From an optimization exercise on the open Yosys and OpenROAD flow, aimed at small area; shortcuts taken in it are not production practice. In this exercise RTL edits were held to simulation tests only and were not proved equivalent to the original. Power figures rest on the tool's default switching activity, not on a simulated workload.

==> flow/design.v <==
`timescale 1ns / 1ps
module fibonacci_lfsr_64(CLK, nRST, r);
parameter SEED = 64'hFEEDBABEDEADBEEF;
input CLK, nRST;
output reg [63:0] r;
reg [63:0] shift_reg, next_shift_reg;
reg [63:0] next_r;
wire shift_in;
assign shift_in = shift_reg[63] ^ shift_reg[62] ^ shift_reg[60] ^ shift_reg[59];
always @(posedge CLK) begin
    if (!nRST) begin
        shift_reg <= SEED;
        r <= 64'd0;
    end
    else begin
        shift_reg <= next_shift_reg;
        r <= next_r;
    end
end
always @(*) begin
    next_shift_reg <= {shift_reg[62:0], shift_in};
    next_r <= {r[62:0], shift_reg[63]};
end
endmodule
`timescale 1ns / 1ps
module stoch_decorr(CLK, nRST, a, y);
parameter COUNTER_SIZE = 8;
parameter NEW_COUNTER_SIZE = (COUNTER_SIZE != 8) ? 8 : COUNTER_SIZE;
parameter STEP_VAL = 16;
input CLK, nRST;
input a;
output y;
wire [NEW_COUNTER_SIZE-1:0] c;
reg [1:0] buffer, next_buffer;
reg [NEW_COUNTER_SIZE-1:0] counter, next_counter;
wire [63:0] r;
wire shift_in;
wire [NEW_COUNTER_SIZE-1:0] dec;
fibonacci_lfsr_64 lfsr(
    .CLK(CLK),
    .nRST(nRST),
    .r(r)
    );
assign c = (a == 1'b1) ? counter + STEP_VAL : counter;
assign shift_in = (r[NEW_COUNTER_SIZE-1:0] <= counter) ? 1'b1 : 1'b0;
assign y = buffer[1];
assign dec = (y == 1'b1) ? c - STEP_VAL : c;
always @(posedge CLK) begin
    if (!nRST) begin
        counter <= {NEW_COUNTER_SIZE{1'b0}};
        buffer <= 2'd0;
    end
    else begin
        counter <= next_counter;
        buffer <= next_buffer;
    end
end
always @(*) begin
    if ((c < STEP_VAL) & y) next_counter <= {NEW_COUNTER_SIZE{1'b0}};
    else next_counter <= dec;
end
always @(*) begin
    next_buffer <= {buffer[0], shift_in};
end
endmodule
`timescale 1ns / 1ps
module stoch_decorr_mat(CLK, nRST, A, Y);
parameter COUNTER_SIZE = 8;
parameter STEP_VAL = 16;
parameter NUM_ROWS = 2;
parameter NUM_COLS = 2;
input CLK, nRST;
input [(NUM_ROWS*NUM_COLS)-1:0] A;
output [(NUM_ROWS*NUM_COLS)-1:0] Y;
genvar i, j;
generate
    for (i = 0; i < NUM_ROWS; i = i + 1) begin : row
        for (j = 0; j < NUM_COLS; j = j + 1) begin: col
            stoch_decorr #(.COUNTER_SIZE(COUNTER_SIZE), .STEP_VAL(STEP_VAL)) decorr(
                .CLK(CLK),
                .nRST(nRST),
                .a(A[(i*NUM_COLS)+j]),
                .y(Y[(i*NUM_COLS)+j])
                );
        end
    end 
endgenerate
endmodule
`timescale 1ns / 1ps
module stoch_dot_prod(CLK, nRST, u, v, y);
parameter VEC_LEN = 2;
parameter COUNTER_SIZE = 8;
input CLK, nRST;
input [VEC_LEN-1:0] u, v;
output y;
wire [VEC_LEN-1:0] c;
reg signed [COUNTER_SIZE-1:0] sum [0:VEC_LEN-2];
wire signed [COUNTER_SIZE-1:0] new_counter;
reg signed [COUNTER_SIZE-1:0] counter, next_counter;
assign c = u & v;
integer i;
always @(*) begin
    for (i = 0; i < VEC_LEN - 1; i = i + 1) begin
        if (i == 0) sum[i] <= c[i] + c[i + 1];
        else sum[i] <= sum[i - 1] + c[i + 1];
    end
end
assign new_counter = counter + sum[VEC_LEN - 2];
assign y = (new_counter >= $signed({{(COUNTER_SIZE - 1){1'b0}}, 1'b1})) ? 1'b1 : 1'b0;
always @(posedge CLK) begin
    if (!nRST) counter <= {COUNTER_SIZE{1'b0}};
    else counter <= next_counter;
end
always @(*) begin
    next_counter <= new_counter - y;
end
endmodule
`timescale 1ns / 1ps
module stoch_matrix_mult(CLK, nRST, A, B, Y);
parameter NUM_ROWS = 2;
parameter NUM_MID = 2;
parameter NUM_COLS = 2;
input CLK, nRST;
input [(NUM_ROWS*NUM_MID)-1:0] A;
input [(NUM_MID*NUM_COLS)-1:0] B;
output [(NUM_ROWS*NUM_COLS)-1:0] Y;
reg [(NUM_MID*NUM_COLS)-1:0] B_transpose;
always @(*) begin : transpose
    integer m, n;
    for (m = 0; m < NUM_MID; m = m + 1) begin
        for (n = 0; n < NUM_COLS; n = n + 1) begin
            B_transpose[(n*NUM_MID) + m] <= B[(m*NUM_COLS) + n];
        end
    end
end
genvar i, j;
generate
    for (i = 0; i < NUM_ROWS; i = i + 1) begin : row
        for (j = 0; j < NUM_COLS; j = j + 1) begin : col
            stoch_dot_prod #(.VEC_LEN(NUM_MID)) dot_prod(
                .CLK(CLK),
                .nRST(nRST),
                .u(A[(i*NUM_MID) +: NUM_MID]),
                .v(B_transpose[(j*NUM_MID) +: NUM_MID]),
                .y(Y[(i*NUM_COLS)+j])
                );
        end
    end 
endgenerate
endmodule
`timescale 1ns / 1ps
module stoch_square_root(CLK, nRST, a, y);
parameter COUNTER_SIZE = 10;
input CLK, nRST;
input a;
output y;
reg signed [COUNTER_SIZE-1:0] counter, next_counter;
reg b_and;
wire next_b_and;
wire y_decorr;
wire [2:0] a_x4, b_and_x4;
wire signed [COUNTER_SIZE-1:0] new_counter;
wire [63:0] r;
fibonacci_lfsr_64 lfsr(
    .CLK(CLK),
    .nRST(nRST),
    .r(r)
    );
stoch_decorr decorr(
	.CLK(CLK),
	.nRST(nRST),
	.a(y),
	.y(y_decorr)
	);
assign a_x4 = a << 2;
assign b_and_x4 = b_and << 2;
assign new_counter = counter + a_x4 - b_and_x4;
assign y = (next_counter > $signed({{(COUNTER_SIZE-8){1'b0}}, r[8:0]})) ? 1'b1 : 1'b0;
assign next_b_and = y & y_decorr;
always @(posedge CLK) begin
    if (!nRST) begin
        counter <= {COUNTER_SIZE{1'b0}};
        b_and <= 1'b0;
    end
    else begin
        counter <= next_counter;
        b_and <= next_b_and;
    end
end
always @(*) begin
    if (new_counter < $signed({{(COUNTER_SIZE-8){1'b1}}, -8'sd100})) next_counter <= {{(COUNTER_SIZE-8){1'b1}}, -8'sd100};
    else next_counter <= new_counter;
end
endmodule
`timescale 1ns / 1ps
module stoch_l2_norm(CLK, nRST, up, un, y);
parameter COUNTER_SIZE = 8;
parameter SQ_RT_COUNTER_SIZE = (COUNTER_SIZE + 1 < 10) ? 10 : COUNTER_SIZE + 1;
parameter STEP_VAL = 16;
parameter VEC_LEN = 2;
input CLK, nRST;
input [VEC_LEN-1:0] up, un;
output y;
wire [VEC_LEN-1:0] u, u_decorr;
wire y_sq;
assign u = up | un;
stoch_decorr_mat #(.COUNTER_SIZE(COUNTER_SIZE), .STEP_VAL(STEP_VAL), .NUM_ROWS(VEC_LEN), .NUM_COLS(1)) decorr(
	.CLK(CLK),
	.nRST(nRST),
	.A(u),
	.Y(u_decorr)
	);
stoch_dot_prod #(.VEC_LEN(VEC_LEN)) dot_prod (
	.CLK(CLK),
	.nRST(nRST),
	.u(u),
	.v(u_decorr),
	.y(y_sq)
	);
stoch_square_root #(.COUNTER_SIZE(SQ_RT_COUNTER_SIZE)) sq_root(
	.CLK(CLK),
	.nRST(nRST),
	.a(y_sq),
	.y(y)
	);
endmodule
`timescale 1ns / 1ps
module stoch_div(CLK, nRST, a, b, y);
parameter COUNTER_SIZE = 10;
parameter NEW_COUNTER_SIZE = (COUNTER_SIZE < 10) ? 10 : COUNTER_SIZE;
input CLK, nRST;
input a, b;
output y;
reg signed [NEW_COUNTER_SIZE-1:0] counter, next_counter;
reg b_and;
wire next_b_and;
wire [1:0] a_x2, b_and_x2;
wire signed [NEW_COUNTER_SIZE-1:0] new_counter;
wire [63:0] r;
fibonacci_lfsr_64 lfsr(
    .CLK(CLK),
    .nRST(nRST),
    .r(r)
    );
assign a_x2 = a << 1;
assign b_and_x2 = b_and << 1;
assign new_counter = counter + a_x2 - b_and_x2;
assign y = (next_counter > $signed({{(NEW_COUNTER_SIZE-5){1'b0}}, r[5:0]})) ? 1'b1 : 1'b0;
assign next_b_and = y & b;
always @(posedge CLK) begin
    if (!nRST) begin
        counter <= {NEW_COUNTER_SIZE{1'b0}};
        b_and <= 1'b0;
    end
    else begin
        counter <= next_counter;
        b_and <= next_b_and;
    end
end
always @(*) begin
    if (new_counter < -8'sd100) next_counter <= -8'sd100;
    else next_counter <= new_counter;
end
endmodule
`timescale 1ns / 1ps
module stoch_div_mat(CLK, nRST, A, B, Y);
parameter COUNTER_SIZE = 10;
parameter DIV_COUNTER_SIZE = (COUNTER_SIZE + 1 < 10) ? 10 : COUNTER_SIZE + 1;
parameter NUM_ROWS = 2;
parameter NUM_COLS = 2;
input CLK, nRST;
input [(NUM_ROWS*NUM_COLS)-1:0] A, B;
output [(NUM_ROWS*NUM_COLS)-1:0] Y;
genvar i, j;
generate
    for (i = 0; i < NUM_ROWS; i = i + 1) begin : row
        for (j = 0; j < NUM_COLS; j = j + 1) begin: col
            stoch_div #(.COUNTER_SIZE(DIV_COUNTER_SIZE)) div(
                .CLK(CLK),
                .nRST(nRST),
                .a(A[(i*NUM_COLS)+j]),
                .b(B[(i*NUM_COLS)+j]),
                .y(Y[(i*NUM_COLS)+j])
                );
        end
    end 
endgenerate
endmodule
`timescale 1ns / 1ps
module stoch_power_iter(CLK, nRST, A, v, w, sigma, u);
parameter NUM_ROWS = 8;
parameter NUM_COLS = 8;
input CLK, nRST;
input [(NUM_ROWS*NUM_COLS)-1:0] A;
input [NUM_COLS-1:0] v;
output [NUM_ROWS-1:0] w;
output sigma;
output [NUM_ROWS-1:0] u;
stoch_matrix_mult #(.NUM_ROWS(NUM_ROWS), .NUM_MID(NUM_COLS), .NUM_COLS(1)) mv(
    .CLK(CLK),
    .nRST(nRST),
    .A(A),
    .B(v),
    .Y(w)
    );
stoch_l2_norm #(.VEC_LEN(NUM_ROWS)) norm(
    .CLK(CLK),
    .nRST(nRST),
    .up(w),
    .un({NUM_ROWS{1'b0}}),
    .y(sigma)
    );
stoch_div_mat #(.NUM_ROWS(NUM_ROWS), .NUM_COLS(1)) div(
    .CLK(CLK),
    .nRST(nRST),
    .A(w),
    .B({NUM_ROWS{sigma}}),
    .Y(u)
    );
endmodule
==> flow/run.sh <==
#!/bin/bash
# synth_recipe.tcl (not shown) runs the flow's synth.tcl, then flattens the netlist and writes it again
# the make line also repeats each setting of config.mk as NAME=value (left out here)
make -C /OpenROAD-flow-scripts/flow DESIGN_CONFIG=/design/flow/config.mk WORK_HOME=/design/flow/orfs CLKGATE_MAP_FILE= SYNTH_SCRIPT=/design/flow/synth_recipe.tcl finish
==> flow/config.mk <==
export PLATFORM = sky130hd
export DESIGN_NAME = stoch_power_iter
export DESIGN_NICKNAME = stoch_power_iter
export VERILOG_FILES = /design/flow/design.v
export SDC_FILE = /design/flow/constraint.sdc
export NUM_CORES = 4
export LEC_CHECK = 0
export CAP_MARGIN = 20
export CORE_MARGIN = 2
export CORE_UTILIZATION = 40
export SLEW_MARGIN = 20
==> flow/constraint.sdc <==
create_clock -name core_clock -period 25.0 [get_ports {CLK}]
set_input_delay 5.0000 -clock core_clock [delete_from_list [all_inputs] [get_ports {CLK}]]
set_output_delay 5.0000 -clock core_clock [all_outputs]
set_load 0.01 [all_outputs]
==> run notes <==
==> final timing paths <==
path,end,from,cells after the start,slack [ns]
max reg2reg,norm.sq_root.decorr.counter[7],mv.row[1].col[0].dot_prod.counter[0],48,12.36
min reg2reg,flip-flop,flip-flop,1,0.39
min,flip-flop,flip-flop,1,0.39
max,sigma,v[0],46,2.29
==> kinds of logic after synthesis <==
family	Yosys count
compound gates	395
mux	21
flops	1514
fa+ha+maj	326
buf+inv	531
simple gates	2094
xor+xnor	241
==> routing by layer <==
layer | global-route usage | wire [um] | up-vias | part of all wire
li1 | - | - | 16310 | -
met1 | 0.1711 | 42700 | 14340 | 0.52
met2 | 0.1855 | 34310 | 365 | 0.41
met3 | 0.03113 | 3866 | 130 | 0.047
met4 | 0.04656 | 1918 | 0 | 0.023
met5 | 0 | 0 | - | 0
==> power groups by stage <==
stage	logic [W]	clock network, W	registers, W
CTS	0.00338	0.00236	0.00277
floorplan	0.00261	0	0.00278
global placement	0.00327	0	0.00282
detailed placement	0.00333	0	0.00282
finish	0.00333	0.00227	0.00277
global route	0.00386	0.00247	0.00279
==> area by class of cell <==
class                      instances  area [sq um]
clock buffer                     227          4511
clock inverter                    47         598.1
fill                           12540         72180
inverter                         329          1240
multi-input combinational       3077         21360
sequential                      1514         30310
tap                             1768          2212
timing repair buffer             102          1046
==> synthesized netlist by cell type, types with 38 or more instances <==
cell / number / area, sq um
a21oi_1: 142 / 710.7
and2_1: 429 / 2684
clkbuf_1: 177 / 664.4
dfxtp_1: 1514 / 30310
fa_1: 62 / 1241
ha_1: 264 / 3303
inv_1: 328 / 1231
nand2_1: 151 / 566.8
nand2b_1: 887 / 5549
nand3_1: 76 / 380.4
nor2_1: 315 / 1182
nor2b_1: 38 / 237.7
nor3_1: 43 / 215.2
o21ai_0: 74 / 370.4
or2_2: 42 / 262.8
xnor2_1: 128 / 1121
xor2_1: 111 / 972.2
==> metrics by stage <==
step / total power [W] / util / instance area, sq um / hold WS [ns] / std cells
after floorplan: 0.005398 / - / 53730 / 0.3863 / 5122
final: 0.008366 / 0.4592 / 61280 / 0.3869 / 7064
after CTS: 0.008506 / 0.4592 / 61280 / 0.3864 / 7064
after global routing: 0.009116 / 0.4592 / 61280 / 0.3924 / 7064
after global placement: 0.006092 / 0.4209 / 56170 / 0.3868 / 6790
after detailed placement: 0.006150 / 0.4209 / 56170 / 0.3909 / 6790
==> worst max-delay path: cells and delay by family <==
kind,cells,cell delay (ns)
compound gates,16,3.51
xor+xnor,1,0.35
buf+inv,6,1.52
simple gates,10,1.96
fa+ha+maj,13,5.35
==> run notes <==
CTS Sinks 1514; Netlist Area Pre-Place between 50000 and 60000 sq um; Routed WL a little over 80 mm; Post-synth EDFFs 0; required time of the critical path roughly 20 ns; most common cell after layout, fill and taps aside dfxtp_1; cell chosen for the clock root clkbuf_16; Max clock buf depth 3; pwr dens 136.5 nW/um^2; routed len/inst roughly 12 um; # Post-CTS Setup Buffers 0; largest net degree at the start of global routing about 270; GRT overflow 0; CTS Buf Count ~160; Sw Ratio 0.3456; nets between 5000 and 6000; DRC 0; gpl congestion approximately 0.81; DR pass1 iterations 6; clock power share 0.272; Die Width roughly 370 um; Period Utilization, post-route 0.9085; Cell variety after synth between 80 and 90; post-synthesis simple-gate area fraction 0.2221; min cycle time layout approximately 23 ns; Synth Area in XOR/XNOR 0.03968; Hold Buf Count CTS 0; CP max FO 11; CTS tree yes; sequential group share of total power 0.331; Crit path top cell by count fa_1; most frequent cells in the layout 1514 x dfxtp_1, 887 x nand2b_1, 429 x and2_1, 328 x inv_1, 315 x nor2_1; synthesized instance count just over 5000; DIE AREA 137300 sq um; H-tree levels 4; setup tns final 0 ns; FMAX between 40 and 50 MHz; RSZ-0062 raised after global routing false; worst-skew pair later-pin latency about 0.76 ns; Syn Nets between 5000 and 6000; Max Slew Vio Count 0; antenna fix cells 0; Final setup viols 0; adder-cell area share of the yosys netlist 0.08458; # rows 134; final hold vios 0; Worst Hold Class flip-flop to flip-flop; slew at the pin closest to its max-slew limit approximately 1.2 ns; type of the worst setup path input port to output pin; Peak VDD IR about 67 uV; area grow syn2layout 14.05%; detailed placer's ending HPWL 49.89 mm; PnR worst setup slack around 2.3 ns; first-pass GRT wire length approximately 140 mm; GRT Overall Usage 0.1237; largest family of logic cells by synthesized area simple AND/OR/NAND/NOR gates; Initial Utilization 0.4026; Max-Cap Viols 0; Int Power between 0.005 and 0.006 W; CP Data Arrival Time roughly 18 ns; sequential share of the synthesized area 0.5641; relative slew slack 0.2129; post-route ant nets 0; pre-CTS setup slack 2.289 ns; fraction of layout instances using a drive strength above 1 0.05948; Resized Gates After CTS 0; Worst setup SP type input port; Syn. warnings 8; post-synthesis compound-gate area fraction 0.04718; status complete, no violations; Starting DRT DRC Count between 1000 and 1500; FFs w/ async S/R, synth 0; leakage power 25.07 nW; Clock Pin Slew Worst Setup and Hold Paths ~0.060 ns; Largest stage delay, worst path between 0.6 and 0.7 ns; Core Region between 100000 and 150000 sq um; number of global-route vias before repair ~30000; combinational power share 0.398; initial antenna violation count 0; Psw 0.002891 W; Yosys reg bits around 1500; die height between 300 and 400 um; Vias 31150; CP max-delay cell clkdlybuf4s50_1; Mapped Avg Cell Area 10.49 sq um; Port Buffers 90; mux contribution to synthesized area 0.004029; critical path endpoint category output pin; clock skew roughly 0.021 ns; Vias/cell approximately 4.4; I/O pin cnt 91; Top FF cell, synth dfxtp_1

afterwards: timing with drivers on the ports:
No port has a modelled driver above. Below, the same layout with a new extraction and two added sets of constraints. Step 1: set_driving_cell puts a clkbuf_16 on CLK and a buf_2 on each other input, an assumption about the parent block. Step 2 also shifts input and output timing later by t, the mid clock arrival at the registers, as if the neighbouring blocks saw the same clock. a / b / c = ideal / step 1 / step 2; a / b = the first two.
shift t [ns]: 0.817
setup WS [ns]: 2.288 / 2.262 / 2.262
hold slack, ns: 0.387 / 0.387 / 0.387
After both steps setup and hold are still met in this run. For this run, drivers alone change the setup slack by -0.026 ns; drivers and shift together by -0.026 ns.
